This is an optimization exercise on Yosys and OpenROAD, whose aim is small area and a short achievable clock period, not a production implementation.
RTL that was checked went through simulation tests only; none was proved equivalent to the original.
Power is estimated from default activity; no workload was simulated.

==> job 4995 <==
==> flow/design.v (excerpt) <==
module compute_array (
    input clk, clear,
    input [3:0] tile_opcode,
    input [63:0] value_a, value_b,
    output [63:0] wire_out
);
Settings: LEC_CHECK=0, CAP_MARGIN=20, CORE_MARGIN=2, CORE_UTILIZATION=40, SETUP_SLACK_MARGIN=4, SLEW_MARGIN=20; clock period 16.0 ns.
run.sh (not shown) runs the stock make flow with config.mk's settings and CLKGATE_MAP_FILE= SYNTH_SCRIPT=/design/flow/synth_recipe.tcl, a recipe that flattens the netlist after the stock synthesis.
==> inputs of job 953, as changes to job 4995 <==
- SETUP_SLACK_MARGIN: 4 -> 2
==> flow_summary.json <==
{
  "clkbuf_count": 13,
  "routed_wl_um": 101200,
  "tightest_slew_ns": 1.154,
  "track_usage_pct": 29.91,
  "whs_path_depth": 3,
  "cellPowerDensity_nw_per_um2": 166.9,
  "outcome": "timing/DRC/antenna clean",
  "wl_met1_um": 42360,
  "worstPathMaxFanout": 9,
  "p_comb_mw": 4.88,
  "final-nonclk-buf-share_pct": 11.84,
  "slew_headroom_pct": 23.09,
  "via_count": 25040
}
[end of results for job 4995]
==> flow_summary.json <==
{
  "whs_path_depth": 5,
  "via_count": 24270,
  "outcome": "timing/DRC/antenna clean",
  "grtUsageMet2_pct": 45.08,
  "holdPathEnd": "ctl[3].tile_i.R[0]",
  "pwr-share-comb_pct": 88.4,
  "slew_headroom_pct": 25.15,
  "worstPathMaxFanout": 28,
  "wl_met1_um": 40920,
  "track_usage_pct": 28.60
}
[end of results for job 953]
No functional check of the RTL was part of any run of this note.

---

==> inputs of try-cedar <==
compute_array, a different RTL version from the one above (not shown whole).
Settings: LEC_CHECK=0, CAP_MARGIN=20, CORE_MARGIN=2, CORE_UTILIZATION=40, SETUP_SLACK_MARGIN=2, SLEW_MARGIN=20, SYNTH_HIERARCHICAL=1, SYNTH_MINIMUM_KEEP_SIZE=0; clock period 16.0 ns.
standard.sh (not shown) runs the stock make flow with config.mk's settings and CLKGATE_MAP_FILE= SYNTH_SCRIPT=/design/flow/synth_recipe.tcl, a recipe that flattens the netlist after the stock synthesis.
==> flow/flow/run.sh <==
#!/bin/bash
# The standard layout (the standard.sh: standard synthesis, then ORFS to
# finish), with the port buffers made as sky130_fd_sc_hd__buf_1 cells in place
# of the delay buffers buffer_ports picks by default.
set -euo pipefail
bash standard.sh BUFFER_PORTS_ARGS="-buffer_cell sky130_fd_sc_hd__buf_1" finish > standard_flow.log 2>&1
==> try-delta (differences from try-cedar) <==
--- a/flow/design.v
+++ b/flow/design.v
@@ -1,7 +1,21 @@
+module mux2 (
+input in0, in1,
+input s,
+output out
+);
+assign out = s ? in1 : in0;
+endmodule
+module resultBit (
+input x, y, prod,
+input t_x, t_xy, t_y, t_nx,
+output f
+);
+assign f = prod | (x ? (t_x | (y & t_xy)) : (t_nx | (y & t_y)));
+endmodule
 module adder (
 input [15:0] a, b,
 output [15:0] out
 );
 assign out = a+b;
 endmodule
 module fullAdder (input a, b, c, output s, co);
@@ -1037,19 +1051,25 @@
 assign l549 = l547 | (e548 & l545);
 assign e550 = e548 & e546;
 assign lt = l549;
 assign eq = e550;
 wire t_and = opcode[2:0] == 3'd1;
 wire t_x = opcode[2:0] == 3'd2 | (minop & lt) | (maxop & ~lt);
 wire t_y = opcode[2:0] == 3'd2 | (minop & ~lt) | (maxop & lt) | read;
+wire t_xy = t_and | t_y;
 wire t_nx = opcode == 4'd0;
-wire [15:0] g = (x & y & {16{t_and}}) | (x & {16{t_x}}) | (y & {16{t_y}})
-              | (~x & {16{t_nx}});
 wire bit0 = flagop & (eqop ? eq : lt);
-wire [15:0] f = prod | g | {15'b0, bit0};
+wire [15:0] f;
+resultBit rb0(x[0], y[0], prod[0] | bit0, t_x, t_xy, t_y, t_nx, f[0]);
+genvar i;
+generate
+    for (i = 1; i < 16; i = i + 1) begin: rbits
+        resultBit rb(x[i], y[i], prod[i], t_x, t_xy, t_y, t_nx, f[i]);
+    end
+endgenerate
 assign cellOut = f;
 always @(posedge clk)
     R <= clear ? 16'd0 : f;
 endmodule
 module compute_array (
     input clk, clear,
     input [3:0] tile_opcode,
SETUP_SLACK_MARGIN = 2.5   (was 2)
==> run notes <==
Result of the run: try-delta timing/DRC/antenna clean; try-cedar timing/DRC/antenna clean
Power consumed by the clock network: try-delta 0.000218 W; try-cedar 0.000224 W
Global routing usage on met3: try-delta 3.51%; try-cedar 4.19%
Area occupied by multi-input gates: try-delta 20200 um^2; try-cedar 20800 um^2
Pin count of the biggest net entering global routing: try-delta 48; try-cedar 71
Number of violations reported at the end of detailed-routing iteration 0: try-delta 1132; try-cedar 1743
M1 GR Usage: try-delta 31.8%; try-cedar 35.6%
Combinational share of power: try-delta 68.0%; try-cedar 69.3%
Hold Worst Slack: try-delta 0.798 ns; try-cedar 0.796 ns
Yosys cell types: try-delta 55; try-cedar 57
Tap cell instance count: try-delta 756; try-cedar 765
Wire length of the first global-routing pass: try-delta 111000 um; try-cedar 125000 um
DRT Wirelength: try-delta 69800 um; try-cedar 79100 um
Final period utilization: try-delta 82.0%; try-cedar 85.3%
Internal cell power: try-delta 0.000683 W; try-cedar 0.000688 W
The RTL of try-delta was laid out without a check of its function.

## port drivers added, routing unchanged
Ports are ideal in the flow. The routed layouts listed here were re-timed in OpenROAD. Step 1 sets driving cells, clkbuf_16 on the clock port and buf_2 on the other inputs (assumed; they add their load-dependent delay and slew). Step 2 times the ports against the registers' clock, not the clock port: input delays grow and output delays shrink by t, the midpoint of the rising clock arrivals with the driver on. Slacks: ideal ports / drivers / drivers and shift; pairs: ideal ports / drivers.
| run | shift t [ns] | setup WS [ns] | worst setup path at the end | worst slew at a driven data input, ns |
|---|---|---|---|---|
| job 4995 | 0.451 | 3.184 / 2.942 / 2.942 | input to output | 0.27 |
| job 953 | 0.462 | 2.320 / 2.204 / 2.204 | input to output | 0.20 |
| try-cedar | 0.446 | 2.358 / 2.273 / 2.273 | input to output | 0.09 |
| try-delta | 0.449 | 2.885 / 2.811 / 2.811 | input to output | 0.09 |
After both steps every run listed still meets setup and hold. For job 4995, which loses most, drivers alone change the setup slack by -0.242 ns; drivers and shift together by -0.242 ns.
